This is an optimization exercise on Yosys and OpenROAD, whose aim is small area, not a production implementation.
Function was checked by simulation only, so behaviour that the tests miss may differ from the original.
Power is estimated from default activity; no workload was simulated.

== xenon ==
==> flow/design.v <==
module ascon_sbox (
  input  logic [127:0] state_in,
  output logic [94:0]  state_out
);
  logic [31:0] a0, a1, a2, a3, b0, b1, b2;
  assign {a3, a2, a1, a0} = state_in;
  assign b0 = (~a3 & a1) ^ a0;
  assign b1 = (~a0 & a2) ^ a1;
  assign b2 = (~a1 & a3) ^ a2;
  assign state_out = {b2[31:1], b1, b0[31:1], b0[0] ^ b2[0]};
endmodule
module ascon_expand (
  input  logic [94:0]  packed_in,
  output logic [127:0] state_out
);
  logic [31:0] l0, l1, l2;
  assign l0 = packed_in[31:0];
  assign l1 = packed_in[63:32];
  assign l2 = {packed_in[94:64], 1'b0};
  assign state_out = {l0 ^ l1 ^ l2, l2, l1, l0};
endmodule
module ascon_add_constant #(
  parameter int N = 1,
  parameter bit ZERO64 = 1,
  parameter int B = 4
) (
  input  logic [127:0] state_in,
  output logic [127:0] state_out
);
  function automatic logic [63:0] rc(input int n);
    case (n)
      1:  rc = 64'h13198a2e03707344;
      2:  rc = 64'ha4093822299f31d0;
      3:  rc = 64'h082efa98ec4e6c89;
      4:  rc = 64'h9b05688c2b3e6c1f;
      5:  rc = 64'h7b978c9dd695f5c5;
      6:  rc = 64'h97d4f3c3c5b0e3c6;
      7:  rc = 64'hbefa4f7e679f25fe;
      8:  rc = 64'h6dfe1e62b4f1c395;
      9:  rc = 64'hc11e1edb4b76f39b;
      10: rc = 64'h0f1d32c4d6b70858;
      11: rc = 64'h3d93dda3e2787c13;
      default: rc = 64'h0;
    endcase
  endfunction
  localparam logic [63:0] K = rc(N);
  localparam int W = ZERO64 ? 64 : 128;
  localparam int NB = W / B;
  function automatic int log2up(input int n);
    log2up = 0;
    while ((1 << log2up) < n) log2up++;
  endfunction
  localparam int LV = log2up(NB);
  localparam logic [127:0] KK = {64'h0, K};
  logic [W-1:0] g, t, p, c, sum;
  logic [NB-1:0] bg, bt;
  logic [NB-1:0] pg [0:LV];
  logic [NB-1:0] pt [0:LV];
  logic [NB:0] bc;
  genvar i, j, l;
  generate
    for (i = 0; i < W; i++) begin : g_gt
      if (KK[i]) begin : g_one
        assign g[i] = state_in[i];
        assign t[i] = 1'b1;
        assign p[i] = ~state_in[i];
      end else begin : g_zero
        assign g[i] = 1'b0;
        assign t[i] = state_in[i];
        assign p[i] = state_in[i];
      end
    end
    for (j = 0; j < NB; j++) begin : g_blk
      logic [B:0] gc, tc;
      assign gc[0] = 1'b0;
      assign tc[0] = 1'b1;
      for (i = 0; i < B; i++) begin : g_in
        assign gc[i+1] = g[j*B+i] | (t[j*B+i] & gc[i]);
        assign tc[i+1] = t[j*B+i] & tc[i];
        assign c[j*B+i] = gc[i] | (tc[i] & bc[j]);
      end
      assign bg[j] = gc[B];
      assign bt[j] = tc[B];
    end
    assign pg[0] = bg;
    assign pt[0] = bt;
    for (l = 0; l < LV; l++) begin : g_lv
      for (j = 0; j < NB; j++) begin : g_node
        if ((j >> l) & 1) begin : g_comb
          localparam int S = ((j >> l) << l) - 1;
          assign pg[l+1][j] = pg[l][j] | (pt[l][j] & pg[l][S]);
          assign pt[l+1][j] = pt[l][j] & pt[l][S];
        end else begin : g_pass
          assign pg[l+1][j] = pg[l][j];
          assign pt[l+1][j] = pt[l][j];
        end
      end
    end
    assign bc[0] = 1'b0;
    assign bc[NB:1] = pg[LV];
  endgenerate
  assign sum = p ^ c;
  generate
    if (ZERO64) begin : g_low
      assign state_out = {state_in[127:65], bc[NB], sum};
    end else begin : g_full
      assign state_out = sum;
    end
  endgenerate
endmodule
module ascon_round #(
  parameter int N = 1,
  parameter bit ZERO64 = 1
) (
  input  logic [127:0] state_in,
  output logic [94:0]  state_out
);
  logic [127:0] a;
  generate
    if (N == 0) begin : g_nc
      assign a = state_in;
    end else begin : g_c
      ascon_add_constant #(.N(N), .ZERO64(ZERO64)) add_i (.state_in(state_in), .state_out(a));
    end
  endgenerate
  ascon_sbox sbox_i (.state_in(a), .state_out(state_out));
endmodule
module ascon_initialization (
  input  logic clk,
  input  logic rst,
  input  logic enable,
  input  logic [127:0] key,
  input  logic [127:0] nonce,
  input  logic iv_ok,
  output logic [127:0] state_out
);
  logic [94:0] r0, p0, iv;
  ascon_round #(.N(0), .ZERO64(0)) round_i (.state_in(key ^ nonce), .state_out(r0));
  always_ff @(posedge clk) begin
    if (enable) begin
      p0 <= r0;
      iv <= p0;
    end
  end
  ascon_expand exp_i (.packed_in(iv & {95{iv_ok}}), .state_out(state_out));
endmodule
module ascon_key_schedule (
  input  logic clk,
  input  logic rst,
  input  logic enable,
  input  logic [127:0] state,
  input  logic [127:0] key,
  input  logic kv,
  output logic [127:0] state_out
);
  logic [63:0] k0, k1, k2, k3, k4;       
  logic [63:0] k0h, k1h, k2h, k3h, k4h;   
  logic [127:0] t;
  logic [31:0] i2, i3, x;
  assign i2 = state[95:64];
  assign i3 = state[127:96];
  assign x = state[31:0] ^ i2;
  always_ff @(posedge clk or posedge rst) begin
    if (rst) begin
      k0 <= '0;
      k1 <= '0;
      k2 <= '0;
      k3 <= '0;
      k4 <= '0;
      t  <= '0;
    end else if (enable) begin
      k0 <= key[63:0] ^ state[63:0];
      k1 <= k0 ^ {x, x};
      k2 <= k1 ^ {i2, x};
      k3 <= k2 ^ {i3, x};
      k4 <= k3 ^ {i2, i3};
      t  <= {k4h & {64{kv}}, k4} ^ (t >> 8);
    end
  end
  always_ff @(posedge clk) begin
    if (enable) begin
      k0h <= key[127:64] ^ state[127:64];
      k1h <= k0h;
      k2h <= k1h;
      k3h <= k2h;
      k4h <= k3h;
    end
  end
  assign state_out = t;
endmodule
module ascon_finalization (
  input  logic clk,
  input  logic rst,
  input  logic enable,
  input  logic [3:0] age,
  input  logic [94:0] state,
  output logic [127:0] state_out
);
  logic [94:0] f, zv;
  always_comb begin
    case (age)
      4'd0:   zv = 95'h000000008080808080808080;
      4'd1:   zv = 95'h00000000bd135d235f6b2130;
      4'd2:   zv = 95'h49030408cc3190e834a2260f;
      4'd3:   zv = 95'h14b2510c850f2dd75689d808;
      4'd4:   zv = 95'h017af04a7c880e2ae24ada8d;
      4'd5:   zv = 95'h2347b3da39c4189ba67b4d4d;
      4'd6:   zv = 95'h4c2a1e036c2221ddb5d85d97;
      4'd7:   zv = 95'h7dfebbda45ac0e039b31516c;
      4'd8:   zv = 95'h5efea7bef2880af35d79658b;
      4'd9:   zv = 95'h7eb7f13eaf74974250bb3db5;
      4'd10:  zv = 95'h67f7e9fbe64e0e40b393f53e;
      default: zv = state ^ 95'h8080808080808080;
    endcase
  end
  always_ff @(posedge clk or posedge rst) begin
    if (rst) begin
      f <= '0;
    end else if (enable) begin
      f <= zv;
    end
  end
  ascon_expand exp_i (.packed_in(f), .state_out(state_out));
endmodule
module ascon_128 (
  input  logic clk,
  input  logic rst,
  input  enable,
  input  logic [127:0] key,
  input  logic [127:0] nonce,
  input  logic [127:0] plaintext,
  output logic [127:0] ciphertext
);
  logic [127:0] initialization_state;
  logic [127:0] key_schedule_state;
  logic [94:0] round_next [1:11];
  logic [94:0] round_state [1:11];
  logic [3:0] age;
  always_ff @(posedge clk or posedge rst) begin
    if (rst) begin
      age <= 4'd0;
    end else if (enable && age != 4'd11) begin
      age <= age + 4'd1;
    end
  end
  ascon_initialization init_inst (
    .clk(clk), .rst(rst), .enable(enable),
    .key(key), .nonce(nonce), .iv_ok(age >= 4'd2), .state_out(initialization_state)
  );
  ascon_key_schedule ks_inst (
    .clk(clk), .rst(rst), .enable(enable),
    .state(initialization_state), .key(key), .kv(age >= 4'd5), .state_out(key_schedule_state)
  );
  ascon_round #(.N(1), .ZERO64(0)) round1 (
    .state_in(key_schedule_state ^ plaintext), .state_out(round_next[1])
  );
  genvar i;
  generate
    for (i = 2; i <= 11; i = i + 1) begin : g_round
      logic [127:0] s;
      ascon_expand exp_i (.packed_in(round_state[i-1]), .state_out(s));
      ascon_round #(.N(i), .ZERO64(1)) round_inst (.state_in(s), .state_out(round_next[i]));
    end
  endgenerate
  always_ff @(posedge clk) begin
    if (enable) begin
      for (int n = 1; n <= 11; n++) round_state[n] <= round_next[n];
    end
  end
  ascon_finalization final_inst (
    .clk(clk), .rst(rst), .enable(enable),
    .age(age), .state(round_state[11]), .state_out(ciphertext)
  );
endmodule
clock: 5.0 ns
lec_check: 0
cap_margin: 20
core_margin: 2
core_utilization: 60
slew_margin: 20
standard.sh (not shown) runs the stock make flow with config.mk's settings and CLKGATE_MAP_FILE= SYNTH_SCRIPT=/design/flow/synth_recipe.tcl, a recipe that flattens the netlist after the stock synthesis.
==> flow/flow/run.sh <==
#!/bin/bash
# The standard layout (standard.sh: standard synthesis, floorplan, power
# grid, tap cells, placement, CTS, routing), with two choices changed:
#  - every port is buffered with a sky130_fd_sc_hd__buf_1 cell;
#  - CTS clusters at most 30 flip-flops within 60 um per leaf buffer and
#    inserts no dummy loads.
# make's full output (every tool's output) goes to flow.log here; ORFS keeps
# each step's log under orfs/logs/.
set -euo pipefail
bash standard.sh \
  "BUFFER_PORTS_ARGS=-buffer_cell sky130_fd_sc_hd__buf_1" \
  "CTS_ARGS=-sink_clustering_enable -repair_clock_nets -dont_use_dummy_load -sink_clustering_size 30 -sink_clustering_max_diameter 60" \
  finish > flow.log 2>&1
The final layout from xenon, which completed every stage, passed the timing, design-rule and antenna checks at the end of the flow.
#### Input delta (onyx over xenon)
- changing CORE_UTILIZATION from 60 to 72
==> summary.txt <==
- Row first-pass iteration count of the detailed router: onyx higher / xenon lower
- Comparing final worst-path cycle share for onyx and xenon, the smaller number came from onyx.
- onyx vs. xenon: setup slack went up by 34 ps.
- Taking xenon as the reference, in onyx reported combinational group power held; post-detailed-routing wire length moved up.
- Higher worst hold slack after final layout among onyx and xenon: onyx
- Compared with xenon, in onyx multi-input combinational area share moved up, first-pass GRT wire length moved up.

## re-timing with driven ports
How much do the figures lean on ideal ports? The routed layouts below were timed once more, with nothing changed but the port constraints. Step 1 assumes that a clkbuf_16 drives the clock port and a buf_2 every other input. Step 2 times the ports against the registers' clock, not the clock port: input delays grow and output delays shrink by t, the midpoint of the rising clock arrivals with the driver on. a / b / c = ideal ports / drivers / drivers and shift; a / b = the first two.
run	t (ns)	slack for setup (ns)	worst setup path after step 2	latest minus earliest clock arrival (ns)	worst register clock-pin slew, ns
xenon	0.888	0.255 / 0.255 / 0.168	input to register	0.103 / 0.102	0.11 / 0.11
onyx	0.847	0.289 / 0.289 / 0.276	input to register	0.101 / 0.101	0.11 / 0.11
After both steps setup and hold are still met in every run listed. For xenon, which loses most, drivers alone change the setup slack by 0.000 ns; drivers and shift together by -0.087 ns.
